Background: an optimization exercise with open tools, aiming at small area and a short achievable clock period. Do not read the settings as production practice. The RTL was checked by simulation tests, not by an equivalence proof against the original design. Power is estimated from default activity; no workload was simulated.

### flow/flow/run.sh
#!/bin/bash
# Layout flow: the standard flow (standard.sh, ORFS) with these changes:
#  - ports are buffered with buf_2 instead of the delay cell buffer_ports picks
#  - repair_timing aims for a larger setup margin, so the resizer works on the
#    paths that set the achieved clock period
#  - the timing repair after global routing estimates wire parasitics 20%
#    higher (flow/pessimistic_rc.tcl), closer to the extracted ones
# ORFS writes each step's full log under orfs/logs/; make's own output goes to
# flow_make.log.
set -euo pipefail
here=$(cd "$(dirname "$0")" && pwd)
bash standard.sh \
  "BUFFER_PORTS_ARGS=-buffer_cell sky130_fd_sc_hd__buf_2" \
  SETUP_SLACK_MARGIN=14.8 \
  "PRE_GLOBAL_ROUTE_TCL=$here/pessimistic_rc.tcl" \
  finish > flow_make.log 2>&1
### flow/flow/pessimistic_rc.tcl
# Sourced before global routing (PRE_GLOBAL_ROUTE_TCL). The parasitics that
# the post-global-route repair estimates from the global routes come out
# lower than the ones extracted from the finished layout; raising the wire
# capacitance and resistance estimates by 20% makes that repair aim at the
# extracted values instead.
set rc_scale 1.2
foreach {layer c r} {
  li1  1.499e-04   7.176e-02
  met1 1.72375E-04 8.929e-04
  met2 1.36233E-04 8.929e-04
  met3 2.14962E-04 1.567e-04
  met4 1.48128E-04 1.567e-04
  met5 1.54087E-04 1.781e-05
} {
  set_layer_rc -layer $layer -capacitance [expr {$c * $rc_scale}] -resistance [expr {$r * $rc_scale}]
}
set_wire_rc -signal -layer met1
set_wire_rc -clock -layer met3
puts "pessimistic_rc: layer RC scaled by $rc_scale for the global-route repair"
### flow/standard.sh
#!/bin/bash
# synth_recipe.tcl (not shown) runs the flow's synth.tcl, then flattens the netlist and writes it again
# the make line also repeats each setting of config.mk as NAME=value (left out here)
make -C /OpenROAD-flow-scripts/flow DESIGN_CONFIG=/design/flow/config.mk WORK_HOME=/design/flow/orfs CLKGATE_MAP_FILE= SYNTH_SCRIPT=/design/flow/synth_recipe.tcl "${@:-finish}"
### flow/config.mk
export PLATFORM = sky130hd
export DESIGN_NAME = Pipeline_CPU
export DESIGN_NICKNAME = Pipeline_CPU
export VERILOG_FILES = /design/flow/design.v
export SDC_FILE = /design/flow/constraint.sdc
export NUM_CORES = 8
export LEC_CHECK = 0
export CAP_MARGIN = 20
export CORE_MARGIN = 2
export CORE_UTILIZATION = 65
export CTS_BUF_LIST = sky130_fd_sc_hd__clkbuf_16
export CTS_CLUSTER_DIAMETER = 80
export CTS_CLUSTER_SIZE = 20
export SLEW_MARGIN = 20
export SYNTH_HIERARCHICAL = 1
### flow/constraint.sdc
create_clock -name core_clock -period 20.0 [get_ports {clk_i}]
set_input_delay 4.0000 -clock core_clock [delete_from_list [all_inputs] [get_ports {clk_i}]]
set_output_delay 4.0000 -clock core_clock [all_outputs]
set_load 0.01 [all_outputs]
### flow/design.v
module ALU( op_i, funct_i, shamt_i, imm_i, rs_n_i, rt_n_i, result_o, slt_o, rt_o, use_rt_o );
input  [5:0]  op_i;
input  [5:0]  funct_i;
input  [4:0]  shamt_i;
input  [15:0] imm_i;
input  [31:0] rs_n_i;      
input  [31:0] rt_n_i;      
output [31:0] result_o;
output        slt_o;
output [31:0] rt_o;
output        use_rt_o;
wire [31:0] rs_i = ~rs_n_i;
wire [31:0] rt_i = ~rt_n_i;
wire r    = op_i == 6'b000000;
wire addi = op_i == 6'b001000;
wire lw   = op_i == 6'b100011;
wire sw   = op_i == 6'b101011;
wire beq  = op_i == 6'b000100;
wire bne  = op_i == 6'b000101;
wire blt  = op_i == 6'b000110;
wire bgez = op_i == 6'b000001;
wire jr   = r & (funct_i == 6'b001000);
wire rr   = r & ~jr;
reg [3:0] aop;
always @(*) begin
  if (addi | lw | sw) aop = 4'b0010;
  else if (beq)       aop = 4'b0110;
  else if (bne)       aop = 4'b0111;
  else if (rr) begin
    case (funct_i)
      6'b100000: aop = 4'b0010;
      6'b100010: aop = 4'b0110;
      6'b100100: aop = 4'b0000;
      6'b100101: aop = 4'b0001;
      6'b100111: aop = 4'b1100;
      6'b101010: aop = 4'b0111;
      6'b000000: aop = 4'b0001;
      6'b000010: aop = 4'b0000;
      6'b000100: aop = 4'b0011;
      6'b000110: aop = 4'b0010;
      default:   aop = 4'b0000;
    endcase
  end
  else aop = 4'b0000;
end
wire imm_src = addi | lw | sw;
wire [31:0] b = imm_src ? {{16{imm_i[15]}}, imm_i} : bgez ? 32'd0 : rt_i;
wire [31:0] y   = b ^ {32{aop[2]}};
wire [31:0] sum;
wire [31:0] pg_g0 = rs_i & y;
wire [31:0] pg_p0 = rs_i ^ y;
wire [31:0] pg_G [0:5];
wire [31:0] pg_P [0:5];
assign pg_G[0] = {pg_g0[31:1], pg_g0[0] | (pg_p0[0] & aop[2])};
assign pg_P[0] = pg_p0;
genvar pl, pi;
generate
  for (pl = 0; pl < 5; pl = pl + 1) begin : skl
    for (pi = 0; pi < 32; pi = pi + 1) begin : bt
      if (((pi >> pl) & 1) == 1) begin : op
        assign pg_G[pl+1][pi] = pg_G[pl][pi] | (pg_P[pl][pi] & pg_G[pl][((pi >> pl) << pl) - 1]);
        assign pg_P[pl+1][pi] = pg_P[pl][pi] & pg_P[pl][((pi >> pl) << pl) - 1];
      end else begin : pass
        assign pg_G[pl+1][pi] = pg_G[pl][pi];
        assign pg_P[pl+1][pi] = pg_P[pl][pi];
      end
    end
  end
endgenerate
assign sum = pg_p0 ^ {pg_G[5][30:0], aop[2]};
wire sel_and = aop[1:0] == 2'b00 & ~aop[3];
wire sel_nor = aop[1:0] == 2'b00 &  aop[3];
wire sel_or  = aop[1:0] == 2'b01;
wire sel_sum = aop[1:0] == 2'b10;
wire sel_lt  = aop[1:0] == 2'b11;
wire [31:0] orv = rs_i | b;
wire [31:0] logic_v = ({32{sel_and}} & rs_i & b) | ({32{sel_or}} & orv) | ({32{sel_nor}} & ~orv);
assign result_o = logic_v | ({32{sel_sum | sel_lt}} & sum);
assign slt_o = sel_lt;
wire shift = rr & (funct_i == 6'b000000 || funct_i == 6'b000010);
wire left  = ~funct_i[1];
wire [31:0] rt_rev, sh_rev, sh;
genvar i;
generate
  for (i = 0; i < 32; i = i + 1) begin : rev
    assign rt_rev[i] = rt_i[31-i];
    assign sh_rev[i] = sh[31-i];
  end
endgenerate
assign sh = (left ? rt_rev : rt_i) >> shamt_i;
wire lui = ~(rr | addi | lw | sw | beq | bne | blt | bgez);    
assign rt_o = lui ? {imm_i, 16'd0} : shift ? (left ? sh_rev : sh) : rt_i;
assign use_rt_o = lui | shift;
endmodule
module Adder( a, b, c, s );
parameter W = 16;
parameter L = 4;        
input  [W-1:0] a;
input  [W-1:0] b;
input          c;
output [W-1:0] s;
wire [W-1:0] g0 = a & b;
wire [W-1:0] p0 = a ^ b;
wire [W-1:0] G [0:2*L-1];
wire [W-1:0] P [0:2*L-1];
assign G[0] = {g0[W-1:1], g0[0] | (p0[0] & c)};
assign P[0] = p0;
genvar l, i;
generate
  for (l = 0; l < L; l = l + 1) begin : up
    for (i = 0; i < W; i = i + 1) begin : bt
      if ((i % (1 << (l+1))) == (1 << (l+1)) - 1) begin : op
        assign G[l+1][i] = G[l][i] | (P[l][i] & G[l][i - (1<<l)]);
        assign P[l+1][i] = P[l][i] & P[l][i - (1<<l)];
      end else begin : pass
        assign G[l+1][i] = G[l][i];
        assign P[l+1][i] = P[l][i];
      end
    end
  end
  for (l = L-1; l > 0; l = l - 1) begin : dn
    for (i = 0; i < W; i = i + 1) begin : bt
      if ((i % (1 << l)) == (1 << (l-1)) - 1 && i >= (1 << l)) begin : op
        assign G[2*L-l][i] = G[2*L-1-l][i] | (P[2*L-1-l][i] & G[2*L-1-l][i - (1<<(l-1))]);
        assign P[2*L-l][i] = P[2*L-1-l][i] & P[2*L-1-l][i - (1<<(l-1))];
      end else begin : pass
        assign G[2*L-l][i] = G[2*L-1-l][i];
        assign P[2*L-l][i] = P[2*L-1-l][i];
      end
    end
  end
endgenerate
assign s = p0 ^ {G[2*L-1][W-2:0], c};
endmodule
module aoi222( a, b, c, d, e, f, y );
input  a, b, c, d, e, f;
output y;
assign y = ~((a & b) | (c & d) | (e & f));
endmodule
module rfbit( we, we_n, wd, q, d );
input  we, we_n, wd, q;
output d;
assign d = (we & wd) | (we_n & q);
endmodule
module rfmux32( d, s, yn );
input  [31:0] d;
input  [31:0] s;
output        yn;
wire   [10:0] n;
genvar i;
generate
  for (i = 0; i < 10; i = i + 1) begin : g
    aoi222 u( .a(d[3*i]), .b(s[3*i]), .c(d[3*i+1]), .d(s[3*i+1]), .e(d[3*i+2]), .f(s[3*i+2]), .y(n[i]) );
  end
endgenerate
assign n[10] = ~((d[30] & s[30]) | (d[31] & s[31]));
assign yn = &n;
endmodule
module Reg_File( q, sel, data_n );
input  [1023:0] q;
input  [31:0]   sel;
output [31:0]   data_n;
genvar b, i;
generate
  for (b = 0; b < 32; b = b + 1) begin : bits
    wire [31:0] d;
    for (i = 0; i < 32; i = i + 1) begin : regs
      assign d[i] = q[32*i+b];
    end
    rfmux32 m( .d(d), .s(sel), .yn(data_n[b]) );
  end
endgenerate
endmodule
module Pipeline_CPU( clk_i, rst_n, imem_addr_o, imem_data_i,
                     dmem_addr_o, dmem_wdata_o, dmem_we_o, dmem_re_o, dmem_rdata_i );
input         clk_i;
input         rst_n;
output [31:0] imem_addr_o;
input  [31:0] imem_data_i;
output [31:0] dmem_addr_o;
output [31:0] dmem_wdata_o;
output        dmem_we_o;
output        dmem_re_o;
input  [31:0] dmem_rdata_i;
reg  [31:2] pc;
reg  [31:2] mem_target;
wire        pcsrc;
wire [31:2] pc4 = pc + 30'd1;
always @(posedge clk_i)
  if (!rst_n) pc <= 30'd0;
  else        pc <= pcsrc ? mem_target : pc4;
assign imem_addr_o = {pc, 2'b00};
reg [31:0] id_intr;
reg [31:2] id_pc4;
always @(posedge clk_i)
  if (!rst_n) begin
    id_intr <= 32'd0;
    id_pc4  <= 30'd0;
  end else begin
    id_intr <= imem_data_i;
    id_pc4  <= pc4;
  end
wire d_r   = id_intr[31:26] == 6'b000000;
wire d_jal = id_intr[31:26] == 6'b000011;
wire [4:0] d_wr = d_r ? id_intr[15:11] : d_jal ? 5'd31 : id_intr[20:16];
reg [31:26] ex_op;
reg [15:0]  ex_f;
reg [4:0]   ex_rs_a, ex_rt_a;
reg [4:0]   ex_wr;
reg [31:2]  ex_pc4;
always @(posedge clk_i) begin
  if (!rst_n) ex_op <= 6'b000010;
  else        ex_op <= id_intr[31:26];
  ex_f      <= id_intr[15:0];
  ex_rs_a   <= id_intr[25:21];
  ex_rt_a   <= id_intr[20:16];
  ex_wr     <= d_wr;
  ex_pc4    <= id_pc4;
end
reg         wb_regwrite;
reg  [4:0]  wb_wr;
reg  [31:0] wb_data;
reg         rf_rst;
always @(posedge clk_i) rf_rst <= ~rst_n;
wire [31:0]   rf_wd = wb_data;
wire [1023:0] rf_q;
genvar g, gb;
generate
  for (g = 0; g < 32; g = g + 1) begin : rf
    reg  [31:0] r;
    wire [31:0] d;
    wire we   = rf_rst | (wb_regwrite & (wb_wr == g));
    wire we_n = ~we;
    wire [31:0] wd = (g == 29) ? {rf_wd[31:8], rf_wd[7] | rf_rst, rf_wd[6:0]} : rf_wd;
    for (gb = 0; gb < 32; gb = gb + 1) begin : bits
      rfbit u( .we(we), .we_n(we_n), .wd(wd[gb]), .q(r[gb]), .d(d[gb]) );
    end
    always @(posedge clk_i) r <= d;
    assign rf_q[32*g+31:32*g] = r;
  end
endgenerate
wire [15:0] ex_imm  = ex_f[15:0];
wire e_r    = ex_op == 6'b000000;
wire e_lw   = ex_op == 6'b100011;
wire e_sw   = ex_op == 6'b101011;
wire e_beq  = ex_op == 6'b000100;
wire e_bne  = ex_op == 6'b000101;
wire e_j    = ex_op == 6'b000010;
wire e_blt  = ex_op == 6'b000110;
wire e_bgez = ex_op == 6'b000001;
wire e_jr   = e_r & (ex_f[5:0] == 6'b001000);
wire e_branch = e_beq | e_bne | e_blt | e_bgez;
wire e_regwrite = ~(e_sw | e_beq | e_bne | e_j | e_jr | e_blt | e_bgez);
wire [31:0] rs_n, rt_n;
wire [31:0] ex_rs_sel = 32'd1 << ex_rs_a;
wire [31:0] ex_rt_sel = 32'd1 << ex_rt_a;
Reg_File RS( .q(rf_q), .sel(ex_rs_sel), .data_n(rs_n) );
Reg_File RT( .q(rf_q), .sel(ex_rt_sel), .data_n(rt_n) );
wire [31:0] e_result, e_rt;
wire        e_use_rt, e_slt;
ALU ALU1(
  .op_i(ex_op), .funct_i(ex_f[5:0]), .shamt_i(ex_f[10:6]), .imm_i(ex_imm),
  .rs_n_i(rs_n), .rt_n_i(rt_n), .result_o(e_result), .slt_o(e_slt), .rt_o(e_rt), .use_rt_o(e_use_rt)
);
wire [1:0] e_bt = e_bne ? 2'd1 : e_blt ? 2'd2 : e_bgez ? 2'd3 : 2'd0;
wire [17:2] t_lo;
wire        t_c;
Adder #(.W(16), .L(4)) BA( .a(ex_pc4[17:2]), .b(ex_imm), .c(1'b0), .s(t_lo) );
assign t_c = (ex_pc4[17] & ex_imm[15]) | ((ex_pc4[17] | ex_imm[15]) & ~t_lo[17]);
wire        t_en = t_c ^ ex_imm[15];
wire [31:18] t_q = ex_pc4[31:18] ^ {14{ex_imm[15]}};
wire [31:18] t_run;                        
assign t_run[18] = 1'b1;
genvar ti;
generate
  for (ti = 19; ti < 32; ti = ti + 1) begin : tr
    assign t_run[ti] = t_run[ti-1] & t_q[ti-1];
  end
endgenerate
wire [31:2] e_target = {ex_pc4[31:18] ^ ({14{t_en}} & t_run), t_lo};
reg        mem_re, mem_we, mem_regwrite, mem_ld, mem_use_rt, mem_slt;
reg [1:0]  mem_bt;
reg [4:0]  mem_wr;
reg [31:0] mem_result, mem_rt;
always @(posedge clk_i) begin
  if (!rst_n) begin
    mem_re <= 1'b0;
    mem_we <= 1'b0;
    mem_regwrite <= 1'b0;
  end else begin
    mem_re <= e_lw;
    mem_we <= e_sw;
    mem_regwrite <= e_regwrite;
  end
  mem_ld     <= e_lw;
  mem_use_rt <= e_use_rt;
  mem_slt    <= e_slt;
  mem_bt     <= e_bt;
  mem_wr     <= ex_wr;
  mem_result <= e_result;
  mem_rt     <= e_rt;
  mem_target <= e_target;
end
wire [31:0] mem_alu  = mem_slt ? {31'd0, mem_result[31]} : mem_result;
wire        mem_zero = ~|mem_alu;
reg  mem_cond;
always @(*) begin
  case (mem_bt)
    2'd0: mem_cond = mem_zero;
    2'd1: mem_cond = ~mem_zero;
    2'd2: mem_cond = mem_alu[0];
    default: mem_cond = ~mem_alu[0];
  endcase
end
assign pcsrc = e_branch & mem_cond;
assign dmem_addr_o  = mem_result;
assign dmem_wdata_o = mem_rt;
assign dmem_re_o    = mem_re;
assign dmem_we_o    = mem_we;
always @(posedge clk_i) begin
  if (!rst_n) wb_regwrite <= 1'b0;
  else        wb_regwrite <= mem_regwrite;
  wb_wr   <= mem_wr;
  if (!rst_n) wb_data <= 32'd0;
  else        wb_data <= mem_ld ? dmem_rdata_i : mem_use_rt ? mem_rt : mem_alu;
end
endmodule
==> impl_metrics.toml, run 1 <==
[worst_setup_path]
crit_path_max_fanout = 6
cp_common_cell = "a21o_1"
required_ps = 20490
critPathArrivalTime_ps = 5760
timing.rr.end = "mem_result[8]"
path_depth = 19
cp-endpoint = "mem_result[8]"
start_kind = "register"
crit_slowest_cell = "nand4_1"
crit_type = "reg -> reg"
timing.critical_path.buf_inv = 3
cpLargestDelayFamily = "compound AO/OA/AOI/OAI gates"
reg2reg_slack_ps = 14730
slowest_delay_ps = 580
timing.rr.start = "ex_rt_a[3]"
path_cells = "nand3b_1, buf_4, nor2_4, buf_12, buf_6, a222oi_1, nand4_1, nor4_4, o21ai_1, o21ai_2, xnor2_2, ha_4, a21o_1, a21oi_2, nand2_1, a21o_1, a21oi_1, fa_1, o211ai_1"
rr_worst_depth = 19
crit_path_end_kind = "register"
critPathLaunch = "ex_rt_a[3]"

[power_and_ir_drop]
power_switching_mw = 1.43
power_leakage_nw = 24.5
ir_drop_uv = 82.6
internal_power_mw = 3.70
pwr-share-comb = 0.122
power_frac_seq = 0.565
p_clk_frac = 0.312
p_sw_frac = 0.279
power_density_nw_per_um2 = 81.8

[finish]
instances_no_fill = 6479
nets = 5451
drive_gt1_frac = 0.184
num-fill-cells = 5720
area_delta_synth_final_pct = 14.4

[timing]
slew_headroom = 0.285
period_share = 0.264
hold_violations = 0
worstMarginPinSlew_ps = 1070
timing.final.ws_setup_ps = 14730
max_freq_mhz = 190
tns_ps = 0
maxSlewViolCount = 0
setup_violations = 0
clock_skew_ps = 52.6
min_period_ps = 5270
whs_ps = 316
rsz0062_at_grt = "yes"

[drt]
drt-initial-drc-count = 13075
vias = 53977
wirelength_um = 236000
drt-pass1-iter-count = 22
postRouteAntennaNets = 0
wire_per_inst_um = 36.5
wl_met2_um = 91900
highest_layer = "met5"
via_per_inst = 8.33
wl_met3_um = 41800
drc = 0
wl_met1_um = 78600

[floorplanning]
rows = 106
die_area_um2 = 86800
start_util = 0.656
ios = 164
die_x_um = 295
die_y_um = 295
core_area_um2 = 83700

[synthesis]
synth-simple-area-share = 0.0885
synth_top_area_cell = "dfxtp_1"
netlist_instances = 4876
synth-compound-area-share = 0.345
synth_top_family_by_area = "compound AO/OA/AOI/OAI gates"
synth_area_leaders = "dfxtp_1, a22o_1, a222oi_1"
ys_ff_latch = 1329
seq_area_frac_synth = 0.485
syn_avg_cell_area_um2 = 11.3
syn_area_um2 = 54900
synthMuxAreaShare = 0.0353
synth_common_cells = "dfxtp_1, a22o_1, a222oi_1"
synth_edf_count = 0
synth_most_common_cell = "dfxtp_1"
yosys_warnings = 9
synth_ff_type = "dfxtp_1"
synth-async-reset-ratio = 0
synth_cell_types = 83
synth_xor_xnor_area_share = 0.0162
yosys.area_share.adder = 0.0147
synth.top_cell.area_share = 0.485

[placement]
io_buffer_count = 161
post-place-cells = 6234
hpwl_um = 140000
place_ws_ps = 13860
place_congestion = 1.04

[run]
maxCapViolCount = 0

[clocking]
clock_path_buffers = 3
cts_inserted_buffers = 76
clkTransAtPathRegs_ps = 90
cts_tree = "yes"
hold_buffers = 0
htree_levels = 3
clock_latency_ps = 700
cts.sinks = 1329
root_buffer = "clkbuf_16"

[min_path]
hp-class = "reg -> reg"
whs_path_depth = 0

[global_route]
grt_pass1_wl_um = 329000
grt_max_degree = 76
antenna_found_initial = 7
grt_pass1_vias = 49420
globalRoute.totalOverflow = 0
track_usage = 0.507

[outcome]
run_status = "complete, no violations"
==> sequential cells by signal (all words and copies together), names as in the netlist, 2 cells and up <==
name / flops
id_pc4: 30
pc: 30
mem_target: 30
mem_rt: 32
ex_f: 16
mem_result: 32
mem_wr: 5
mem_bt: 2
ex_op: 6
ex_pc4: 30
ex_wr: 5
ex_rt_a: 5
rf.r: 1024
wb_wr: 5
ex_rs_a: 5
id_intr: 32
wb_data: 32
==> worst min path at each step <==
| stage | start | end |
|---|---|---|
| 2_1_floorplan | id_intr[0] | ex_f[0] |
| 3_3_place_gp | id_pc4[14] | ex_pc4[14] |
| 3_5_place_dp | id_intr[8] | ex_f[8] |
| 4_1_cts | id_intr[7] | ex_f[7] |
| 5_1_grt | id_intr[7] | ex_f[7] |
| 6_report | id_intr[7] | ex_f[7] |
==> stage by stage <==
step / power [mW] / utilization / cell area (um2)
3_3_place_gp: 3.49 / 0.695 / 58200
3_5_place_dp: 3.50 / 0.695 / 58200
6_report: 5.14 / 0.751 / 62800
2_1_floorplan: 3.25 / - / 54900
5_1_grt: 5.39 / 0.750 / 62800
4_1_cts: 5.04 / 0.727 / 60900
==> what timing repair did <==
| item | 4_1_cts | 5_1_grt |
|---|---|---|
| cloned | 0 | 2 |
| pin swaps | 22 | 98 |
| gates resized for setup | 129 | 265 |
| buffers inserted | 27 | 122 |
| setup endpoints to repair | 78 | 137 |
==> metal layers <==
layer	track usage	vias to the layer above
met5	0.0278	-
met4	0.400	10
met3	0.219	1471
met2	0.688	5289
met1	0.622	25456
li1	-	21751
==> kinds of logic after synthesis <==
logic type	Yosys count
and+or+nand+nor	866
other	1
muxes	135
xor gates and xnor gates	101
buffers and inverters	210
adders and majority gates	56
DFF	1329
AOI/OAI and AO/OA	2178
==> final cells by class <==
type,count,area (um2),share of cell area
Multi-Input combinational cell,3339,28300,0.450
Sequential cell,1329,26900,0.428
Timing Repair Buffer,491,3790,0.0604
Clock buffer,78,1950,0.0311
Tap cell,1134,1420,0.0226
Inverter,92,345,0.00550
Clock inverter,11,124,0.00197
Antenna cell,5,12.5,0.000199
==> cell usage in the layout (no fill, tap or decap), types with 33 or more instances in the layout <==
cell type  instances
dfxtp_1         1221
mux4_2            33
a21o_1            44
nand3_1           38
dfxtp_2           53
nand4_1          143
dfxtp_4           55
clkbuf_16         80
xor2_1            51
buf_2            108
nor2_1           159
buf_4            305
nand2_1          169
a22o_1          1088
nor2_2            60
o21ai_0           68
buf_6             67
a22oi_1           34
ha_1              41
nor4_4            40
inv_1             85
xnor2_1           46
a222oi_1         640
mux2i_1           46
and2_1            75
a21oi_1           87
==> power by group through the flow <==
stage / logic, mW / clock network, mW / registers [mW]
6_report: 0.629 / 1.60 / 2.90
5_1_grt: 0.684 / 1.77 / 2.93
4_1_cts: 0.555 / 1.59 / 2.90
3_5_place_dp: 0.544 / 0 / 2.96
3_3_place_gp: 0.533 / 0 / 2.95
2_1_floorplan: 0.322 / 0 / 2.93
==> per-module statistics from Yosys (local to each module, per instance), excerpt <==
module | area [um2] | flops+latches | cells | times used
aoi222 | 10.0 | 0 | 1 | 640
rfbit | 8.76 | 0 | 1 | 1024
rfmux32 | 37.5 | 0 | 5 | 64
ALU | 5960 | 0 | 825 | 1
Pipeline_CPU | 30600 | 1329 | 2002 | 1
==> run 2, diff against run 1 <==
--- a/flow/design.v
+++ b/flow/design.v
@@ -142,9 +142,11 @@
 output d;
 assign d = (we & wd) | (we_n & q);
 endmodule
-module rfmux32( d, s, yn );
+module rfmux32( d, s, dw, bw, yn );
 input  [31:0] d;
 input  [31:0] s;
+input         dw;
+input         bw;
 output        yn;
 wire   [10:0] n;
 genvar i;
@@ -153,12 +155,14 @@
     aoi222 u( .a(d[3*i]), .b(s[3*i]), .c(d[3*i+1]), .d(s[3*i+1]), .e(d[3*i+2]), .f(s[3*i+2]), .y(n[i]) );
   end
 endgenerate
-assign n[10] = ~((d[30] & s[30]) | (d[31] & s[31]));
+aoi222 u10( .a(d[30]), .b(s[30]), .c(d[31]), .d(s[31]), .e(dw), .f(bw), .y(n[10]) );
 assign yn = &n;
 endmodule
-module Reg_File( q, sel, data_n );
+module Reg_File( q, sel, wd, byp, data_n );
 input  [1023:0] q;
 input  [31:0]   sel;
+input  [31:0]   wd;
+input           byp;
 output [31:0]   data_n;
 genvar b, i;
 generate
@@ -167,7 +171,7 @@
     for (i = 0; i < 32; i = i + 1) begin : regs
       assign d[i] = q[32*i+b];
     end
-    rfmux32 m( .d(d), .s(sel), .yn(data_n[b]) );
+    rfmux32 m( .d(d), .s(sel), .dw(wd[b]), .bw(byp), .yn(data_n[b]) );
   end
 endgenerate
 endmodule
@@ -203,27 +207,36 @@
 wire d_r   = id_intr[31:26] == 6'b000000;
 wire d_jal = id_intr[31:26] == 6'b000011;
 wire [4:0] d_wr = d_r ? id_intr[15:11] : d_jal ? 5'd31 : id_intr[20:16];
+reg         wb_regwrite;
+reg  [4:0]  wb_wr;
+reg  [31:0] wb_data;
+wire [1023:0] rf_q;
+wire [4:0]  d_rs_a = id_intr[25:21];
+wire [4:0]  d_rt_a = id_intr[20:16];
+wire        d_rs_byp = wb_regwrite & (wb_wr == d_rs_a);
+wire        d_rt_byp = wb_regwrite & (wb_wr == d_rt_a);
+wire [31:0] d_rs_sel = d_rs_byp ? 32'd0 : 32'd1 << d_rs_a;
+wire [31:0] d_rt_sel = d_rt_byp ? 32'd0 : 32'd1 << d_rt_a;
+wire [31:0] d_rs_n, d_rt_n;
+Reg_File RS( .q(rf_q), .sel(d_rs_sel), .wd(wb_data), .byp(d_rs_byp), .data_n(d_rs_n) );
+Reg_File RT( .q(rf_q), .sel(d_rt_sel), .wd(wb_data), .byp(d_rt_byp), .data_n(d_rt_n) );
 reg [31:26] ex_op;
 reg [15:0]  ex_f;
-reg [4:0]   ex_rs_a, ex_rt_a;
+reg [31:0]  ex_rs_n, ex_rt_n;       
 reg [4:0]   ex_wr;
 reg [31:2]  ex_pc4;
 always @(posedge clk_i) begin
   if (!rst_n) ex_op <= 6'b000010;
   else        ex_op <= id_intr[31:26];
   ex_f      <= id_intr[15:0];
-  ex_rs_a   <= id_intr[25:21];
-  ex_rt_a   <= id_intr[20:16];
+  ex_rs_n   <= d_rs_n;
+  ex_rt_n   <= d_rt_n;
   ex_wr     <= d_wr;
   ex_pc4    <= id_pc4;
 end
-reg         wb_regwrite;
-reg  [4:0]  wb_wr;
-reg  [31:0] wb_data;
 reg         rf_rst;
 always @(posedge clk_i) rf_rst <= ~rst_n;
 wire [31:0]   rf_wd = wb_data;
-wire [1023:0] rf_q;
 genvar g, gb;
 generate
   for (g = 0; g < 32; g = g + 1) begin : rf
@@ -251,16 +264,11 @@
 wire e_jr   = e_r & (ex_f[5:0] == 6'b001000);
 wire e_branch = e_beq | e_bne | e_blt | e_bgez;
 wire e_regwrite = ~(e_sw | e_beq | e_bne | e_j | e_jr | e_blt | e_bgez);
-wire [31:0] rs_n, rt_n;
-wire [31:0] ex_rs_sel = 32'd1 << ex_rs_a;
-wire [31:0] ex_rt_sel = 32'd1 << ex_rt_a;
-Reg_File RS( .q(rf_q), .sel(ex_rs_sel), .data_n(rs_n) );
-Reg_File RT( .q(rf_q), .sel(ex_rt_sel), .data_n(rt_n) );
 wire [31:0] e_result, e_rt;
 wire        e_use_rt, e_slt;
 ALU ALU1(
   .op_i(ex_op), .funct_i(ex_f[5:0]), .shamt_i(ex_f[10:6]), .imm_i(ex_imm),
-  .rs_n_i(rs_n), .rt_n_i(rt_n), .result_o(e_result), .slt_o(e_slt), .rt_o(e_rt), .use_rt_o(e_use_rt)
+  .rs_n_i(ex_rs_n), .rt_n_i(ex_rt_n), .result_o(e_result), .slt_o(e_slt), .rt_o(e_rt), .use_rt_o(e_use_rt)
 );
 wire [1:0] e_bt = e_bne ? 2'd1 : e_blt ? 2'd2 : e_bgez ? 2'd3 : 2'd0;
 wire [17:2] t_lo;
==> flow/flow/run.sh (replaced) <==
#!/bin/bash
# Layout flow: the standard flow (standard.sh, ORFS) with two changes:
#  - ports are buffered with buf_2 instead of the delay cell buffer_ports picks
#  - repair_timing aims for a larger setup margin, so the resizer works on the
#    paths that set the achieved clock period
# ORFS writes each step's full log under orfs/logs/; make's own output goes to
# flow_make.log.
set -euo pipefail
bash standard.sh \
  "BUFFER_PORTS_ARGS=-buffer_cell sky130_fd_sc_hd__buf_2" \
  SETUP_SLACK_MARGIN=14.8 \
  finish > flow_make.log 2>&1
removed: flow/flow/pessimistic_rc.tcl
==> impl_metrics.toml, run 2 <==
[outcome]
run_status = "complete, no violations"

[power_and_ir_drop]
power_leakage_nw = 24.0
finalPower_mw = 5.31
ir_drop_uv = 74.4
power_density_nw_per_um2 = 85.1

[synthesis]
netlist_instances = 4960
synth_common_cells = "dfxtp_1, a22o_1, a222oi_1"
synth_ff_type = "dfxtp_1"
syn_area_um2 = 56100
yosys_warnings = 9
synth-async-reset-ratio = 0
syn_avg_cell_area_um2 = 11.3
ys_ff_latch = 1383
synth.top_cell.area_share = 0.493
synth_most_common_cell = "dfxtp_1"
seq_area_frac_synth = 0.493
synth_cell_types = 82
synth_top_area_cell = "dfxtp_1"
synth_area_leaders = "dfxtp_1, a22o_1, a222oi_1"
synth_edf_count = 0

[clocking]
cts_tree = "yes"
cts_inserted_buffers = 79
root_buffer = "clkbuf_16"
cts.sinks = 1383
clock_latency_ps = 700
htree_levels = 3
clock_path_buffers = 3
clkTransAtPathRegs_ps = 90

[global_route]
grt_pass1_wl_um = 333000
grt_pass1_vias = 49814
globalRoute.totalOverflow = 0
track_usage = 0.498
grt_max_degree = 76
antenna_found_initial = 3

[timing]
setup_violations = 0
max_freq_mhz = 192
slew_headroom = 0.120
clock_skew_ps = 44.7
timing.final.ws_setup_ps = 14780
tns_ps = 0
maxSlewViolCount = 0
min_period_ps = 5220
worstMarginPinSlew_ps = 1320
rsz0062_at_grt = "yes"
hold_violations = 0
period_share = 0.261

[worst_setup_path]
timing.critical_path.buf_inv = 1
path_cells = "buf_6"
cpLargestDelayFamily = "flip-flops"
required_ps = 16000
start_kind = "register"
crit_slowest_cell = "dfxtp_4"
slowest_delay_ps = 410
crit_path_end_kind = "output pin"
critPathArrivalTime_ps = 1220
crit_type = "reg -> out"
crit_path_max_fanout = 2

[floorplanning]
core_area_um2 = 85400
rows = 107
ios = 164
die_y_um = 298
start_util = 0.657
die_area_um2 = 88700
die_x_um = 298

[min_path]
hp-class = "reg -> reg"

[drt]
drc = 0
drt-pass1-iter-count = 17
drt-initial-drc-count = 13522
via_per_inst = 8.33
postRouteAntennaNets = 0
wirelength_um = 234000
wire_per_inst_um = 36.2
vias = 53882

[placement]
place_ws_ps = 14210
io_buffer_count = 161
hpwl_um = 138000
post-place-cells = 6323
place_congestion = 1.06

[run]
maxCapViolCount = 0

[finish]
final_cell_mix = "dfxtp_1, a22o_1, a222oi_1"
area_delta_synth_final_pct = 11.2
instances_no_fill = 6470
top_register = "rf.r"
final_common_cell = "dfxtp_1"
drive_gt1_frac = 0.153
seq_area_um2 = 27900
nets = 5438
largest_reg_flops = 1024
num-fill-cells = 6221
multi_input_area_um2 = 27800
run 2: final timing paths:
path / start / endpoint / slack [ps] / depth (start not counted)
max reg2reg: ex_op[28] / mem_result[30] / 14990 / 16
min reg2reg: id_intr[5] / ex_f[5] / 330 / 0
min: id_intr[5] / ex_f[5] / 330 / 0
max: mem_result[2] / dmem_addr_o[2] / 14780 / 1
run 2: cells by family after synthesis:
logic type                 synth area share
AOI/OAI and AO/OA                     0.339
DFF                                   0.493
and+or+nand+nor                      0.0857
buffers and inverters                0.0160
muxes                                0.0344
xor gates and xnor gates             0.0176
adders and majority gates            0.0144
other                             0.0000668
run 2: per-layer routing:
layer  GRT usage  vias to the layer above  wire length (um)  part of all wire
met5           0                        -                22          0.000094
met4       0.334                        4             20700             0.088
met3       0.201                     1211             40000              0.17
met2       0.705                     5181             93700              0.40
met1       0.623                    25568             79700              0.34
li1            -                    21918                 -                 -
run 2: repair_timing:
item | in CTS | in global routing
setup buffers | 35 | 18
hold buffers | 0 | 0
pin swaps | 0 | 1
setup endpoints to repair | 84 | 52
resized for setup | 124 | 31
run 2: through the flow:
step,util,area [um2],hold slack [ps]
after global routing,0.731,62400,335
after global placement,0.695,59400,310
after CTS,0.727,62100,321
after floorplan,-,56100,310
after detailed placement,0.695,59400,312
final,0.731,62400,327
run 2: layout make-up:
type | count | area share
antenna | 2 | 0.0000802
clock buffer | 80 | 0.0321
clock inverter | 9 | 0.00293
inverter | 95 | 0.00571
multi-input combinational | 3364 | 0.446
sequential | 1383 | 0.447
tap | 1144 | 0.0229
timing repair buffer | 393 | 0.0439
run 2: Yosys stat by module, one instance, submodules excluded, a selection:
module / flops+latches / times used / cell area (um2) / cells inside
rfmux32: 0 / 64 / 27.5 / 4
rfbit: 0 / 1024 / 8.76 / 1
aoi222: 0 / 704 / 10.0 / 1
ALU: 0 / 1 / 5960 / 825
Pipeline_CPU: 1383 / 1 / 31800 / 2082
run 2: where the power goes:
part | internal, mW | switching [mW] | leakage, nW
Combinational | 0.201 | 0.406 | 11.6
Clock | 0.741 | 0.941 | 1.06
Sequential | 2.89 | 0.132 | 11.3
Total | 3.83 | 1.48 | 24.0
==> run 3, diff against run 2 <==
--- a/flow/flow/run.sh
+++ b/flow/flow/run.sh
@@ -8,5 +8,5 @@
 set -euo pipefail
 bash standard.sh \
   "BUFFER_PORTS_ARGS=-buffer_cell sky130_fd_sc_hd__buf_2" \
-  SETUP_SLACK_MARGIN=14.8 \
+  SETUP_SLACK_MARGIN=14.75 \
   finish > flow_make.log 2>&1
==> impl_metrics.toml, run 3 <==
[clocking]
hold_buffers = 0
cts_tree = "yes"
root_buffer = "clkbuf_16"
htree_levels = 3
clkTransAtPathRegs_ps = 90
clock_latency_ps = 700
cts_inserted_buffers = 79
clock_path_buffers = 3
cts.sinks = 1383

[floorplanning]
core_area_um2 = 85400
rows = 107
die_y_um = 298
ios = 164
die_x_um = 298
start_util = 0.657
die_area_um2 = 88700

[worst_setup_path]
crit_path_max_fanout = 3
cpLargestDelayFamily = "flip-flops"
crit_type = "reg -> out"
start_kind = "register"
slowest_delay_ps = 410
path_depth = 1
path_cells = "buf_2"
crit_slowest_cell = "dfxtp_4"
timing.rr.start = "ex_op[28]"
critPathArrivalTime_ps = 1250
required_ps = 16000
rr_worst_depth = 15
crit_path_end_kind = "output pin"
critPathLaunch = "mem_result[2]"
timing.critical_path.buf_inv = 1
reg2reg_slack_ps = 15030

[placement]
place_congestion = 1.06
hpwl_um = 138000
io_buffer_count = 161
place_area_um2 = 59400

[finish]
final_cell_mix = "dfxtp_1, a22o_1, a222oi_1"
stdcell_area_um2 = 61800
area_delta_synth_final_pct = 10.1
largest_reg_flops = 1024
top_register = "rf.r"
num-fill-cells = 6318
nets = 5388
drive_gt1_frac = 0.141
final_common_cell = "dfxtp_1"

[drt]
drc = 0
wirelength_um = 232000
vias = 53440
drt-initial-drc-count = 13691
postRouteAntennaNets = 0
drt-pass1-iter-count = 17
via_per_inst = 8.33
wire_per_inst_um = 36.2

[timing]
max_freq_mhz = 190
min_period_ps = 5250
setup_violations = 0
maxSlewViolCount = 0
hold_violations = 0
slew_headroom = 0.0944
period_share = 0.263
worstMarginPinSlew_ps = 1360
whs_ps = 330
clock_skew_ps = 48.4
tns_ps = 0
rsz0062_at_grt = "yes"

[power_and_ir_drop]
finalPower_mw = 5.30
power_leakage_nw = 23.7
power_density_nw_per_um2 = 85.8
ir_drop_uv = 74.8

[min_path]
hp-class = "reg -> reg"
whs_path_depth = 0
hp-start = "id_intr[7]"

[global_route]
grt_pass1_wl_um = 331000
grt_pass1_vias = 49512
track_usage = 0.495
grt_max_degree = 76
globalRoute.totalOverflow = 0
antenna_found_initial = 4

[synthesis]
synth_most_common_cell = "dfxtp_1"
syn_avg_cell_area_um2 = 11.3
synth_common_cells = "dfxtp_1, a22o_1, a222oi_1"
synth_cell_types = 82
syn_area_um2 = 56100
seq_area_frac_synth = 0.493
ys_ff_latch = 1383
yosys_warnings = 9
netlist_instances = 4960
synth-async-reset-ratio = 0
synth_ff_type = "dfxtp_1"
synth.top_cell.area_share = 0.493
synth_top_area_cell = "dfxtp_1"
synth_area_leaders = "dfxtp_1, a22o_1, a222oi_1"
synth_edf_count = 0

[outcome]
run_status = "complete, no violations"

[run]
maxCapViolCount = 0
==> run 3: logic make-up after synthesis <==
kind of cell,count (synthesis),synth area share
buffers and inverters,215,0.0160
other,1,0.0000668
adder cells (fa/ha/maj),56,0.0144
XOR/XNOR,112,0.0176
AND/OR/NAND/NOR,877,0.0857
AO/OA/AOI/OAI,2181,0.339
multiplexers,135,0.0344
flip-flops,1383,0.493
==> run 3: repair_timing <==
| item | CTS | global route |
|---|---|---|
| setup endpoints to repair | 50 | 28 |
| pin swaps | 0 | 0 |
| resized for setup | 56 | 24 |
| setup buffers | 1 | 1 |
==> run 3: path summary, 6_finish.rpt <==
check                   endpoint
setup reg to reg  mem_result[30]
hold reg to reg          ex_f[7]
hold / removal           ex_f[7]
setup / recovery  dmem_addr_o[2]
==> run 3: stage by stage <==
step / setup WS [ps] / std cells / utilization
2_1_floorplan: 15130 / 4962 / -
3_3_place_gp: 14260 / 6323 / 0.695
3_5_place_dp: 14210 / 6323 / 0.695
4_1_cts: 14680 / 6413 / 0.722
5_1_grt: 14730 / 6418 / 0.724
6_report: 14750 / 6419 / 0.724
==> run 3: per-module statistics from Yosys, one instance, submodules excluded, a selection <==
module        copies in the design  area [um2]  cells
aoi222                         704        10.0      1
Pipeline_CPU                     1       31800   2082
ALU                              1        5960    825
rfmux32                         64        27.5      4
rfbit                         1024        8.76      1
==> run 3: report_power, final <==
| group | switching, mW | leakage [nW] | internal [mW] |
|---|---|---|---|
| logic | 0.398 | 11.3 | 0.194 |
| registers | 0.135 | 11.3 | 2.89 |
| clock network | 0.941 | 1.06 | 0.741 |
| total | 1.47 | 23.7 | 3.83 |
==> run 3: final cells by class <==
type / count / area [um2] / share of cell area
Inverter: 95 / 357 / 0.00577
Multi-Input combinational cell: 3364 / 27800 / 0.450
Antenna cell: 1 / 2.50 / 0.0000405
Tap cell: 1144 / 1430 / 0.0232
Sequential cell: 1383 / 27800 / 0.450
Clock inverter: 9 / 183 / 0.00295
Timing Repair Buffer: 343 / 2230 / 0.0360
Clock buffer: 80 / 2000 / 0.0324
==> run 3: worst register-to-register path: cells and delay by family, from the launching register on <==
kind	cells	cell delay, ps
adders and majority gates	1	450
and+or+nand+nor	4	1460
DFF	1	430
AOI/OAI and AO/OA	7	1810
buffers and inverters	1	370
xor gates and xnor gates	2	370
==> run 3: per-layer routing <==
| layer | track usage | vias up | routed length [um] |
|---|---|---|---|
| li1 | - | 21811 | - |
| met1 | 0.622 | 25454 | 78900 |
| met5 | 0 | - | 32 |
| met4 | 0.321 | 6 | 20200 |
| met3 | 0.199 | 1130 | 40000 |
| met2 | 0.704 | 5039 | 93100 |
==> run 4, diff against run 3 <==
--- a/flow/flow/run.sh
+++ b/flow/flow/run.sh
@@ -8,5 +8,5 @@
 set -euo pipefail
 bash standard.sh \
   "BUFFER_PORTS_ARGS=-buffer_cell sky130_fd_sc_hd__buf_2" \
-  SETUP_SLACK_MARGIN=14.75 \
+  SETUP_SLACK_MARGIN=14.7 \
   finish > flow_make.log 2>&1
==> impl_metrics.toml, run 4 <==
[synthesis]
synth_cell_types = 82
synth.top_cell.area_share = 0.493
synth_common_cells = "dfxtp_1, a22o_1, a222oi_1"
synth_top_area_cell = "dfxtp_1"
synth_most_common_cell = "dfxtp_1"
synth_area_leaders = "dfxtp_1, a22o_1, a222oi_1"
syn_avg_cell_area_um2 = 11.3
ys_ff_latch = 1383
synth_edf_count = 0
yosys_warnings = 9
netlist_instances = 4960
syn_area_um2 = 56100
synth-async-reset-ratio = 0
seq_area_frac_synth = 0.493
synth_ff_type = "dfxtp_1"

[drt]
drc = 0
drt-initial-drc-count = 13048
wirelength_um = 232000
via_per_inst = 8.32
vias = 53396
drt-pass1-iter-count = 17
wire_per_inst_um = 36.2
postRouteAntennaNets = 0

[worst_setup_path]
crit_path_max_fanout = 3
start_kind = "register"
crit_slowest_cell = "dfxtp_1"
required_ps = 16000
timing.critical_path.buf_inv = 1
crit_type = "reg -> out"
cpLargestDelayFamily = "flip-flops"
critPathArrivalTime_ps = 1290
crit_path_end_kind = "output pin"
path_cells = "buf_2"
slowest_delay_ps = 430

[floorplanning]
die_y_um = 298
ios = 164
rows = 107
die_x_um = 298
die_area_um2 = 88700
start_util = 0.657
core_area_um2 = 85400

[finish]
drive_gt1_frac = 0.134
final_common_cell = "dfxtp_1"
top_register = "rf.r"
num-fill-cells = 6346
nets = 5388
largest_reg_flops = 1024
final_cell_mix = "dfxtp_1, a22o_1, a222oi_1"
area_delta_synth_final_pct = 10.0

[timing]
max_freq_mhz = 189
setup_violations = 0
clock_skew_ps = 49.4
tns_ps = 0
timing.final.ws_setup_ps = 14710
whs_ps = 330
maxSlewViolCount = 0
worstMarginPinSlew_ps = 1360
min_period_ps = 5290
period_share = 0.265
slew_headroom = 0.0911
hold_violations = 0
rsz0062_at_grt = "yes"

[clocking]
cts.sinks = 1383
clock_path_buffers = 3
hold_buffers = 0
cts_inserted_buffers = 79
cts_tree = "yes"
root_buffer = "clkbuf_16"
htree_levels = 3
clock_latency_ps = 700
clkTransAtPathRegs_ps = 80

[power_and_ir_drop]
ir_drop_uv = 75.4
power_density_nw_per_um2 = 85.9
power_leakage_nw = 23.6

[run]
maxCapViolCount = 0

[placement]
place_ws_ps = 14210
place_congestion = 1.06
io_buffer_count = 161
hpwl_um = 138000

[global_route]
grt_max_degree = 76
antenna_found_initial = 5
grt_pass1_wl_um = 331000
grt_pass1_vias = 49507
track_usage = 0.496
globalRoute.totalOverflow = 0

[min_path]
hp-class = "reg -> reg"

[outcome]
run_status = "complete, no violations"
## run 4: metrics by stage
| step | util | std cells | total power, mW | area (um2) |
|---|---|---|---|---|
| floorplan | - | 4962 | 3.38 | 56100 |
| global placement | 0.695 | 6323 | 3.62 | 59400 |
| detailed placement | 0.695 | 6323 | 3.63 | 59400 |
| CTS | 0.721 | 6412 | 5.24 | 61600 |
| global route | 0.723 | 6418 | 5.41 | 61700 |
| finish | 0.723 | 6419 | 5.30 | 61700 |
## run 4: where the power goes
group,internal (mW),leakage [nW],switching (mW)
clock,0.741,1.06,0.939
sequential,2.89,11.3,0.135
combinational,0.195,11.3,0.400
total,3.83,23.6,1.47
## run 4: Yosys stat by module (local to each module, per instance), excerpt
module	area, um2	flops+latches	cells inside
Pipeline_CPU	31800	1383	2082
rfmux32	27.5	0	4
aoi222	10.0	0	1
ALU	5960	0	825
rfbit	8.76	0	1
## run 4: repair_timing
action,in CTS,in global routing
setup endpoints to repair,20,21
pin swaps,0,1
buffers inserted,0,2
gates resized for setup,19,15
## run 4: worst paths after layout
check	startpoint	endpoint	slack [ps]	cells past startpoint
min	id_intr[7]	ex_f[7]	330	0
max	mem_result[14]	dmem_addr_o[14]	14710	1
min reg2reg	id_intr[7]	ex_f[7]	330	0
max reg2reg	ex_op[28]	mem_result[30]	14920	16
## run 4: final cells by class
class | count | area [um2] | share of cell area
inverters | 95 | 357 | 0.00578
repair buffers | 343 | 2230 | 0.0361
clock inverters | 9 | 183 | 0.00296
flip-flops and latches | 1383 | 27700 | 0.449
well taps | 1144 | 1430 | 0.0232
diodes | 1 | 2.50 | 0.0000405
multi-input cells | 3364 | 27800 | 0.450
clock buffers | 80 | 2000 | 0.0324
## run 4: per-layer routing
layer	track usage	part of all wire
met4	0.324	0.086
met1	0.623	0.34
met2	0.701	0.40
met5	0	0.00017
met3	0.200	0.17
## run 4: cell families (layout without fill, tap and decap cells)
family,after synthesis,count (layout),synth area share
buffers and inverters,215,527,0.0160
muxes,135,135,0.0344
xor gates and xnor gates,112,112,0.0176
other,1,4,0.0000668
adders and majority gates,56,56,0.0144
and+or+nand+nor,877,877,0.0857
DFF,1383,1383,0.493
AOI/OAI and AO/OA,2181,2181,0.339
==> run 5, diff against run 4 <==
--- a/flow/flow/run.sh
+++ b/flow/flow/run.sh
@@ -8,5 +8,5 @@
 set -euo pipefail
 bash standard.sh \
   "BUFFER_PORTS_ARGS=-buffer_cell sky130_fd_sc_hd__buf_2" \
-  SETUP_SLACK_MARGIN=14.7 \
+  SETUP_SLACK_MARGIN=14.6 \
   finish > flow_make.log 2>&1
==> impl_metrics.toml, run 5 <==
[outcome]
run_status = "complete, no violations"

[synthesis]
synth_area_leaders = "dfxtp_1, a22o_1, a222oi_1"
synth.top_cell.area_share = 0.493
synth_cell_types = 82
synth_top_area_cell = "dfxtp_1"
synth-async-reset-ratio = 0
synth_most_common_cell = "dfxtp_1"
syn_area_um2 = 56100
synth_edf_count = 0
ys_ff_latch = 1383
synth_common_cells = "dfxtp_1, a22o_1, a222oi_1"
yosys_warnings = 9
syn_avg_cell_area_um2 = 11.3
synth_ff_type = "dfxtp_1"
seq_area_frac_synth = 0.493
netlist_instances = 4960

[timing]
tns_ps = 0
period_share = 0.271
hold_violations = 0
max_freq_mhz = 185
timing.final.ws_setup_ps = 14580
maxSlewViolCount = 0
setup_violations = 0
slew_headroom = 0.114
min_period_ps = 5420
clock_skew_ps = 46.6
rsz0062_at_grt = "no"
worstMarginPinSlew_ps = 1330

[worst_setup_path]
crit_slowest_cell = "dfxtp_1"
critPathArrivalTime_ps = 1420
crit_path_end_kind = "output pin"
slowest_delay_ps = 520
cpLargestDelayFamily = "flip-flops"
crit_type = "reg -> out"
crit_path_max_fanout = 3
timing.critical_path.buf_inv = 1
required_ps = 16000
path_cells = "buf_2"
start_kind = "register"

[finish]
largest_reg_flops = 1024
stdcell_area_um2 = 61700
final_cell_mix = "dfxtp_1, a22o_1, a222oi_1"
area_delta_synth_final_pct = 9.93
instances_no_fill = 6419
top_register = "rf.r"
drive_gt1_frac = 0.129
final_common_cell = "dfxtp_1"
utilization = 0.722
nets = 5388

[global_route]
globalRoute.totalOverflow = 0
grt_pass1_vias = 49521
track_usage = 0.495
antenna_found_initial = 5
grt_max_degree = 76
grt_pass1_wl_um = 331000

[placement]
place_ws_ps = 14210
post-place-cells = 6323
hpwl_um = 138000
place_congestion = 1.06
place_area_um2 = 59400
io_buffer_count = 161

[floorplanning]
rows = 107
die_x_um = 298
start_util = 0.657
core_area_um2 = 85400
die_area_um2 = 88700
ios = 164
die_y_um = 298

[clocking]
root_buffer = "clkbuf_16"
cts.sinks = 1383
cts_tree = "yes"
clock_path_buffers = 3
clkTransAtPathRegs_ps = 90
clock_latency_ps = 700
cts_inserted_buffers = 79
htree_levels = 3

[min_path]
hp-class = "reg -> reg"

[power_and_ir_drop]
power_leakage_nw = 23.6
ir_drop_uv = 75.3
power_density_nw_per_um2 = 85.9

[drt]
drc = 0
wire_per_inst_um = 36.2
wirelength_um = 232000
vias = 53446
drt-initial-drc-count = 13125
via_per_inst = 8.33
postRouteAntennaNets = 0
drt-pass1-iter-count = 17

[run]
maxCapViolCount = 0
run 5: cell counts after synthesis:
Identical to the previous run, type by type.
run 5: worst paths after layout:
check                                   start             end  slack (ps)  depth (start not counted)
worst max-delay path            mem_result[2]  dmem_addr_o[2]       14580                          1
worst min-delay path               id_intr[5]         ex_f[5]         330                          0
worst max register to register      ex_op[28]  mem_result[30]       14870                         16
worst min register to register     id_intr[5]         ex_f[5]         330                          0
run 5: timing repair:
action | CTS | global route
pin swaps | 0 | 1
buffers inserted | 0 | 2
setup endpoints to repair | 2 | 8
gates resized for setup | 2 | 3
hold buffers | 0 | 0
endpoints found under the hold margin | 0 | 0
run 5: stage by stage:
step                      total power [mW]  hold slack, ps
after floorplan                       3.38             310
after global placement                3.62             310
after detailed placement              3.63             312
after CTS                             5.24             321
after global routing                  5.41             335
final                                 5.30             330
run 5: power by group:
group	switching, mW	internal [mW]	leakage (nW)
clock	0.940	0.741	1.06
sequential	0.135	2.89	11.2
combinational	0.399	0.194	11.3
total	1.47	3.83	23.6
run 5: metal layers:
metal | wire [um] | share of wire | track usage | vias to the layer above
met2 | 92900 | 0.40 | 0.700 | 5108
met5 | 40 | 0.00017 | 0 | -
li1 | - | - | - | 21823
met4 | 19900 | 0.086 | 0.324 | 8
met3 | 39900 | 0.17 | 0.199 | 1123
met1 | 79500 | 0.34 | 0.623 | 25384
run 5: cell families (layout without fill, tap and decap cells):
logic type / after synthesis / count (layout) / share of synthesized area
compound gates: 2181 / 2181 / 0.339
xor+xnor: 112 / 112 / 0.0176
fa+ha+maj: 56 / 56 / 0.0144
buf+inv: 215 / 527 / 0.0160
flops: 1383 / 1383 / 0.493
mux: 135 / 135 / 0.0344
other cells: 1 / 4 / 0.0000668
simple gates: 877 / 877 / 0.0857
run 5: area by class of cell:
type / count / area [um2]
multi-input cells: 3364 / 27800
flip-flops and latches: 1383 / 27700
fillers: 6349 / 23700
repair buffers: 343 / 2230
clock buffers: 80 / 2000
well taps: 1144 / 1430
inverters: 95 / 357
clock inverters: 9 / 183
diodes: 1 / 2.50
run 5: Yosys stat by module, one instance, submodules excluded, excerpt:
module | flops+latches | copies in the design | cell area (um2)
rfbit | 0 | 1024 | 8.76
aoi222 | 0 | 704 | 10.0
Pipeline_CPU | 1383 | 1 | 31800
ALU | 0 | 1 | 5960
rfmux32 | 0 | 64 | 27.5
==> run 6, diff against run 5 <==
--- a/flow/design.v
+++ b/flow/design.v
@@ -1,16 +1,14 @@
-module ALU( op_i, funct_i, shamt_i, imm_i, rs_n_i, rt_n_i, result_o, slt_o, rt_o, use_rt_o );
+module ALU( op_i, funct_i, shamt_i, imm_i, rs_i, rt_i, result_o, slt_o, rt_o, use_rt_o );
 input  [5:0]  op_i;
 input  [5:0]  funct_i;
 input  [4:0]  shamt_i;
 input  [15:0] imm_i;
-input  [31:0] rs_n_i;      
-input  [31:0] rt_n_i;      
+input  [31:0] rs_i;
+input  [31:0] rt_i;
 output [31:0] result_o;
 output        slt_o;
 output [31:0] rt_o;
 output        use_rt_o;
-wire [31:0] rs_i = ~rs_n_i;
-wire [31:0] rt_i = ~rt_n_i;
 wire r    = op_i == 6'b000000;
 wire addi = op_i == 6'b001000;
 wire lw   = op_i == 6'b100011;
@@ -87,7 +85,18 @@
     assign sh_rev[i] = sh[31-i];
   end
 endgenerate
-assign sh = (left ? rt_rev : rt_i) >> shamt_i;
+wire [31:0] sh_a = left ? rt_rev : rt_i;
+wire [34:0] sh_ax = {3'b0, sh_a};
+wire [31:0] sh_b, sh_c;
+wire [43:0] sh_bx = {12'b0, sh_b};
+wire [47:0] sh_cx = {16'b0, sh_c};
+generate
+  for (i = 0; i < 32; i = i + 1) begin : shs
+    assign sh_b[i] = shamt_i[1:0] == 2'd0 ? sh_ax[i] : shamt_i[1:0] == 2'd1 ? sh_ax[i+1] : shamt_i[1:0] == 2'd2 ? sh_ax[i+2] : sh_ax[i+3];
+    assign sh_c[i] = shamt_i[3:2] == 2'd0 ? sh_bx[i] : shamt_i[3:2] == 2'd1 ? sh_bx[i+4] : shamt_i[3:2] == 2'd2 ? sh_bx[i+8] : sh_bx[i+12];
+    assign sh[i]   = shamt_i[4] ? sh_cx[i+16] : sh_cx[i];
+  end
+endgenerate
 wire lui = ~(rr | addi | lw | sw | beq | bne | blt | bgez);    
 assign rt_o = lui ? {imm_i, 16'd0} : shift ? (left ? sh_rev : sh) : rt_i;
 assign use_rt_o = lui | shift;
@@ -137,33 +146,54 @@
 output y;
 assign y = ~((a & b) | (c & d) | (e & f));
 endmodule
+module nand4m( a, b, c, d, y );
+input  a, b, c, d;
+output y;
+assign y = ~(a & b & c & d);
+endmodule
+module nand2m( a, b, y );
+input  a, b;
+output y;
+assign y = ~(a & b);
+endmodule
+module nor2m( a, b, y );
+input  a, b;
+output y;
+assign y = ~(a | b);
+endmodule
+module and3m( a, b, c, y );
+input  a, b, c;
+output y;
+assign y = a & b & c;
+endmodule
 module rfbit( we, we_n, wd, q, d );
 input  we, we_n, wd, q;
 output d;
 assign d = (we & wd) | (we_n & q);
 endmodule
-module rfmux32( d, s, dw, bw, yn );
+module rfmux32( d, s, y );
 input  [31:0] d;
 input  [31:0] s;
-input         dw;
-input         bw;
-output        yn;
-wire   [10:0] n;
+output        y;
+wire   [10:0] n;       
+wire          p0, p1, a2, q0;
 genvar i;
 generate
   for (i = 0; i < 10; i = i + 1) begin : g
     aoi222 u( .a(d[3*i]), .b(s[3*i]), .c(d[3*i+1]), .d(s[3*i+1]), .e(d[3*i+2]), .f(s[3*i+2]), .y(n[i]) );
   end
 endgenerate
-aoi222 u10( .a(d[30]), .b(s[30]), .c(d[31]), .d(s[31]), .e(dw), .f(bw), .y(n[10]) );
-assign yn = &n;
+assign n[10] = ~((d[30] & s[30]) | (d[31] & s[31]));
+nand4m r0( .a(n[0]), .b(n[1]), .c(n[2]), .d(n[3]), .y(p0) );
+nand4m r1( .a(n[4]), .b(n[5]), .c(n[6]), .d(n[7]), .y(p1) );
+and3m  r2( .a(n[8]), .b(n[9]), .c(n[10]), .y(a2) );
+nor2m  r3( .a(p0), .b(p1), .y(q0) );
+nand2m r4( .a(q0), .b(a2), .y(y) );
 endmodule
-module Reg_File( q, sel, wd, byp, data_n );
+module Reg_File( q, sel, data );
 input  [1023:0] q;
 input  [31:0]   sel;
-input  [31:0]   wd;
-input           byp;
-output [31:0]   data_n;
+output [31:0]   data;
 genvar b, i;
 generate
   for (b = 0; b < 32; b = b + 1) begin : bits
@@ -171,7 +201,7 @@
     for (i = 0; i < 32; i = i + 1) begin : regs
       assign d[i] = q[32*i+b];
     end
-    rfmux32 m( .d(d), .s(sel), .dw(wd[b]), .bw(byp), .yn(data_n[b]) );
+    rfmux32 m( .d(d), .s(sel), .y(data[b]) );
   end
 endgenerate
 endmodule
@@ -207,36 +237,27 @@
 wire d_r   = id_intr[31:26] == 6'b000000;
 wire d_jal = id_intr[31:26] == 6'b000011;
 wire [4:0] d_wr = d_r ? id_intr[15:11] : d_jal ? 5'd31 : id_intr[20:16];
-reg         wb_regwrite;
-reg  [4:0]  wb_wr;
-reg  [31:0] wb_data;
-wire [1023:0] rf_q;
-wire [4:0]  d_rs_a = id_intr[25:21];
-wire [4:0]  d_rt_a = id_intr[20:16];
-wire        d_rs_byp = wb_regwrite & (wb_wr == d_rs_a);
-wire        d_rt_byp = wb_regwrite & (wb_wr == d_rt_a);
-wire [31:0] d_rs_sel = d_rs_byp ? 32'd0 : 32'd1 << d_rs_a;
-wire [31:0] d_rt_sel = d_rt_byp ? 32'd0 : 32'd1 << d_rt_a;
-wire [31:0] d_rs_n, d_rt_n;
-Reg_File RS( .q(rf_q), .sel(d_rs_sel), .wd(wb_data), .byp(d_rs_byp), .data_n(d_rs_n) );
-Reg_File RT( .q(rf_q), .sel(d_rt_sel), .wd(wb_data), .byp(d_rt_byp), .data_n(d_rt_n) );
 reg [31:26] ex_op;
 reg [15:0]  ex_f;
-reg [31:0]  ex_rs_n, ex_rt_n;       
+reg [4:0]   ex_rs_a, ex_rt_a;
 reg [4:0]   ex_wr;
 reg [31:2]  ex_pc4;
 always @(posedge clk_i) begin
   if (!rst_n) ex_op <= 6'b000010;
   else        ex_op <= id_intr[31:26];
   ex_f      <= id_intr[15:0];
-  ex_rs_n   <= d_rs_n;
-  ex_rt_n   <= d_rt_n;
+  ex_rs_a   <= id_intr[25:21];
+  ex_rt_a   <= id_intr[20:16];
   ex_wr     <= d_wr;
   ex_pc4    <= id_pc4;
 end
+reg         wb_regwrite;
+reg  [4:0]  wb_wr;
+reg  [31:0] wb_data;
 reg         rf_rst;
 always @(posedge clk_i) rf_rst <= ~rst_n;
 wire [31:0]   rf_wd = wb_data;
+wire [1023:0] rf_q;
 genvar g, gb;
 generate
   for (g = 0; g < 32; g = g + 1) begin : rf
@@ -264,11 +285,16 @@
 wire e_jr   = e_r & (ex_f[5:0] == 6'b001000);
 wire e_branch = e_beq | e_bne | e_blt | e_bgez;
 wire e_regwrite = ~(e_sw | e_beq | e_bne | e_j | e_jr | e_blt | e_bgez);
+wire [31:0] rs_val, rt_val;
+wire [31:0] ex_rs_sel = 32'd1 << ex_rs_a;
+wire [31:0] ex_rt_sel = 32'd1 << ex_rt_a;
+Reg_File RS( .q(rf_q), .sel(ex_rs_sel), .data(rs_val) );
+Reg_File RT( .q(rf_q), .sel(ex_rt_sel), .data(rt_val) );
 wire [31:0] e_result, e_rt;
 wire        e_use_rt, e_slt;
 ALU ALU1(
   .op_i(ex_op), .funct_i(ex_f[5:0]), .shamt_i(ex_f[10:6]), .imm_i(ex_imm),
-  .rs_n_i(ex_rs_n), .rt_n_i(ex_rt_n), .result_o(e_result), .slt_o(e_slt), .rt_o(e_rt), .use_rt_o(e_use_rt)
+  .rs_i(rs_val), .rt_i(rt_val), .result_o(e_result), .slt_o(e_slt), .rt_o(e_rt), .use_rt_o(e_use_rt)
 );
 wire [1:0] e_bt = e_bne ? 2'd1 : e_blt ? 2'd2 : e_bgez ? 2'd3 : 2'd0;
 wire [17:2] t_lo;
--- a/flow/flow/run.sh
+++ b/flow/flow/run.sh
@@ -8,5 +8,5 @@
 set -euo pipefail
 bash standard.sh \
   "BUFFER_PORTS_ARGS=-buffer_cell sky130_fd_sc_hd__buf_2" \
-  SETUP_SLACK_MARGIN=14.6 \
+  SETUP_SLACK_MARGIN=14.8 \
   finish > flow_make.log 2>&1
==> impl_metrics.toml, run 6 <==
[drt]
drt-pass1-iter-count = 17
wire_per_inst_um = 37.3
wirelength_um = 236000
drt-initial-drc-count = 13136
postRouteAntennaNets = 0
wl_met2_um = 90400
wl_met1_um = 81900
highest_layer = "met5"
drc = 0
via_per_inst = 8.45
vias = 53495
wl_met3_um = 44400

[floorplanning]
rows = 106
die_x_um = 294
start_util = 0.655
die_area_um2 = 86400
ios = 164
core_area_um2 = 83400
die_y_um = 294

[outcome]
run_status = "complete, no violations"

[synthesis]
synth_cell_types = 90
synth_most_common_cell = "dfxtp_1"
yosys_warnings = 9
ys_ff_latch = 1329
netlist_instances = 4881
syn_area_um2 = 54600
synth_edf_count = 0
synth_common_cells = "dfxtp_1, a22o_1, a222oi_1"
synth-async-reset-ratio = 0
synth_ff_type = "dfxtp_1"
synth_area_leaders = "dfxtp_1, a22o_1, a222oi_1"
synth.top_cell.area_share = 0.487
syn_avg_cell_area_um2 = 11.2
synth_top_area_cell = "dfxtp_1"
seq_area_frac_synth = 0.487

[clocking]
cts_tree = "yes"
cts_inserted_buffers = 77
hold_buffers = 0
clock_path_buffers = 3
root_buffer = "clkbuf_16"
htree_levels = 3
clkTransAtPathRegs_ps = 90
cts.sinks = 1329
clock_latency_ps = 690

[finish]
area_delta_synth_final_pct = 11.9
top_register = "rf.r"
drive_gt1_frac = 0.167
utilization = 0.733
final_common_cell = "dfxtp_1"
num-fill-cells = 5976
largest_reg_flops = 1024
final_cell_mix = "dfxtp_1, a22o_1, a222oi_1"
nets = 5358

[timing]
slew_headroom = 0.160
whs_ps = 330
hold_violations = 0
tns_ps = 0
worstMarginPinSlew_ps = 1260
maxSlewViolCount = 0
min_period_ps = 5540
max_freq_mhz = 180
clock_skew_ps = 37.5
setup_violations = 0
period_share = 0.277
rsz0062_at_grt = "yes"
timing.final.ws_setup_ps = 14460

[placement]
io_buffer_count = 161
hpwl_um = 137000
place_congestion = 1.04
place_ws_ps = 14080

[power_and_ir_drop]
ir_drop_uv = 84.9
power_density_nw_per_um2 = 83.9
internal_power_mw = 3.69
p_clk_frac = 0.314
p_sw_frac = 0.282
power_leakage_nw = 23.3
pwr-share-comb = 0.121
power_frac_seq = 0.565
power_switching_mw = 1.45

[worst_setup_path]
start_kind = "register"
crit_type = "reg -> reg"
critPathArrivalTime_ps = 6000
required_ps = 20460
crit_path_end_kind = "register"
crit_path_max_fanout = 32

[global_route]
antenna_found_initial = 15
track_usage = 0.520
grt_pass1_wl_um = 335000
grt_max_degree = 75
grt_pass1_vias = 48714
globalRoute.totalOverflow = 0

[run]
maxCapViolCount = 0

[min_path]
hp-class = "reg -> reg"
-- run 6: cell types whose count changed in the layout (fill, tap and decap cells not counted), sizes merged, moves of 22 or more --
| cell | delta |
|---|---|
| a22oi | +94 |
| nor2 | +88 |
| nand3 | -74 |
| nor3 | -73 |
| and3 | +68 |
| a222oi | -62 |
| dfxtp | -54 |
| nand2 | +46 |
| buf | +43 |
| o21ai | -26 |
| o21a | -22 |
-- run 6: per-module statistics from Yosys (local to each module, per instance), a selection --
module,times used,cell area (um2),cells,flip-flops and latches
rfbit,1024,8.76,1,0
nand4m,128,6.26,1,0
and3m,64,6.26,1,0
aoi222,640,10.0,1,0
nand2m,64,3.75,1,0
ALU,1,5630,769,0
rfmux32,64,12.5,1,0
Pipeline_CPU,1,30600,1999,1329
nor2m,64,3.75,1,0
-- run 6: worst max-delay path, stage by stage, from the launching register on --
cell      delay, ps
dfxtp_1         450
or2_4           250
nor2_2           70
buf_6           220
a222oi_1        440
nand4_1         390
nor2_1          650
nand2_1         560
mux4_2          620
mux2i_1         380
nor2_1           70
a21oi_1         210
mux2i_1         170
a21oi_1         470
o21ai_0         310
-- run 6: final timing paths --
check | start | end | slack [ps] | cells past startpoint
setup / recovery | ex_rt_a[1] | mem_rt[29] | 14460 | 14
hold / removal | id_intr[7] | ex_f[7] | 330 | 0
setup reg to reg | ex_rt_a[1] | mem_rt[29] | 14460 | 14
hold reg to reg | id_intr[7] | ex_f[7] | 330 | 0
-- run 6: logic make-up (layout without fill, tap and decap cells) --
family                     count (synthesis)  in the layout  synth area share
and+or+nand+nor                          902            903            0.0825
other                                      1              8         0.0000686
AOI/OAI and AO/OA                       2190           2190             0.353
muxes                                    117            117            0.0316
xor gates and xnor gates                 104            104            0.0169
DFF                                     1329           1329             0.487
adders and majority gates                 56             56            0.0147
buffers and inverters                    182            543            0.0140
-- run 6: power by group through the flow --
stage	clock network [mW]	logic [mW]	registers, mW
detailed placement	0	0.555	2.95
CTS	1.59	0.570	2.89
global route	1.69	0.628	2.91
global placement	0	0.545	2.95
finish	1.61	0.622	2.90
floorplan	0	0.314	2.94
-- run 6: area by class of cell --
type | count | area [um2] | area share
Inverter | 68 | 258 | 0.00421
Antenna cell | 5 | 12.5 | 0.000205
Multi-Input combinational cell | 3373 | 27800 | 0.455
Clock buffer | 79 | 1980 | 0.0323
Timing Repair Buffer | 387 | 2750 | 0.0450
Tap cell | 1080 | 1350 | 0.0221
Clock inverter | 9 | 91.3 | 0.00149
Sequential cell | 1329 | 26900 | 0.439
-- run 6: routing by layer --
layer	GRT usage	vias to the layer above
met2	0.693	5124
met5	0	-
met4	0.325	24
met3	0.261	1117
li1	-	21509
met1	0.663	25721
-- run 6: repair_timing --
action / CTS / global route
endpoints found under the hold margin: 0 / 0
resized for setup: 199 / 84
buffers inserted: 33 / 11
gates cloned: 1 / 0
pin swaps: 4 / 32
setup endpoints to repair: 117 / 77
-- run 6: per-stage QoR --
step	cell area (um2)	instances	total power, mW
floorplan	54600	4883	3.25
global placement	58000	6192	3.49
finish	61200	6330	5.13
CTS	60800	6314	5.05
detailed placement	58000	6192	3.51
global route	61100	6326	5.23

-- static timing again, ports no longer ideal --
The results above use ideal ports. As a check the final layouts listed here were re-extracted and re-timed, cells and wires unchanged.
Step 1 assumes that a clkbuf_16 drives the clock port and a buf_2 every other input.
Step 2 also shifts input and output timing later by t, the mid clock arrival at the registers, as if the neighbouring blocks saw the same clock.
a / b / c = ideal ports / drivers / drivers and shift; a / b = the first two.
run	t, ns	slack for setup (ns)	worst slew at a driven data input, ns
run 1	0.742	14.728 / 14.709 / 14.266	0.12
run 2	0.750	14.778 / 14.701 / 14.364	0.07
run 3	0.750	14.748 / 14.673 / 14.191	0.08
run 4	0.753	14.708 / 14.632 / 14.216	0.08
run 5	0.750	14.582 / 14.507 / 14.205	0.07
run 6	0.743	14.456 / 14.456 / 14.170	0.07
After both steps every run listed still meets setup and hold. For run 3, which loses most, drivers alone change the setup slack by -0.075 ns; drivers and shift together by -0.557 ns.
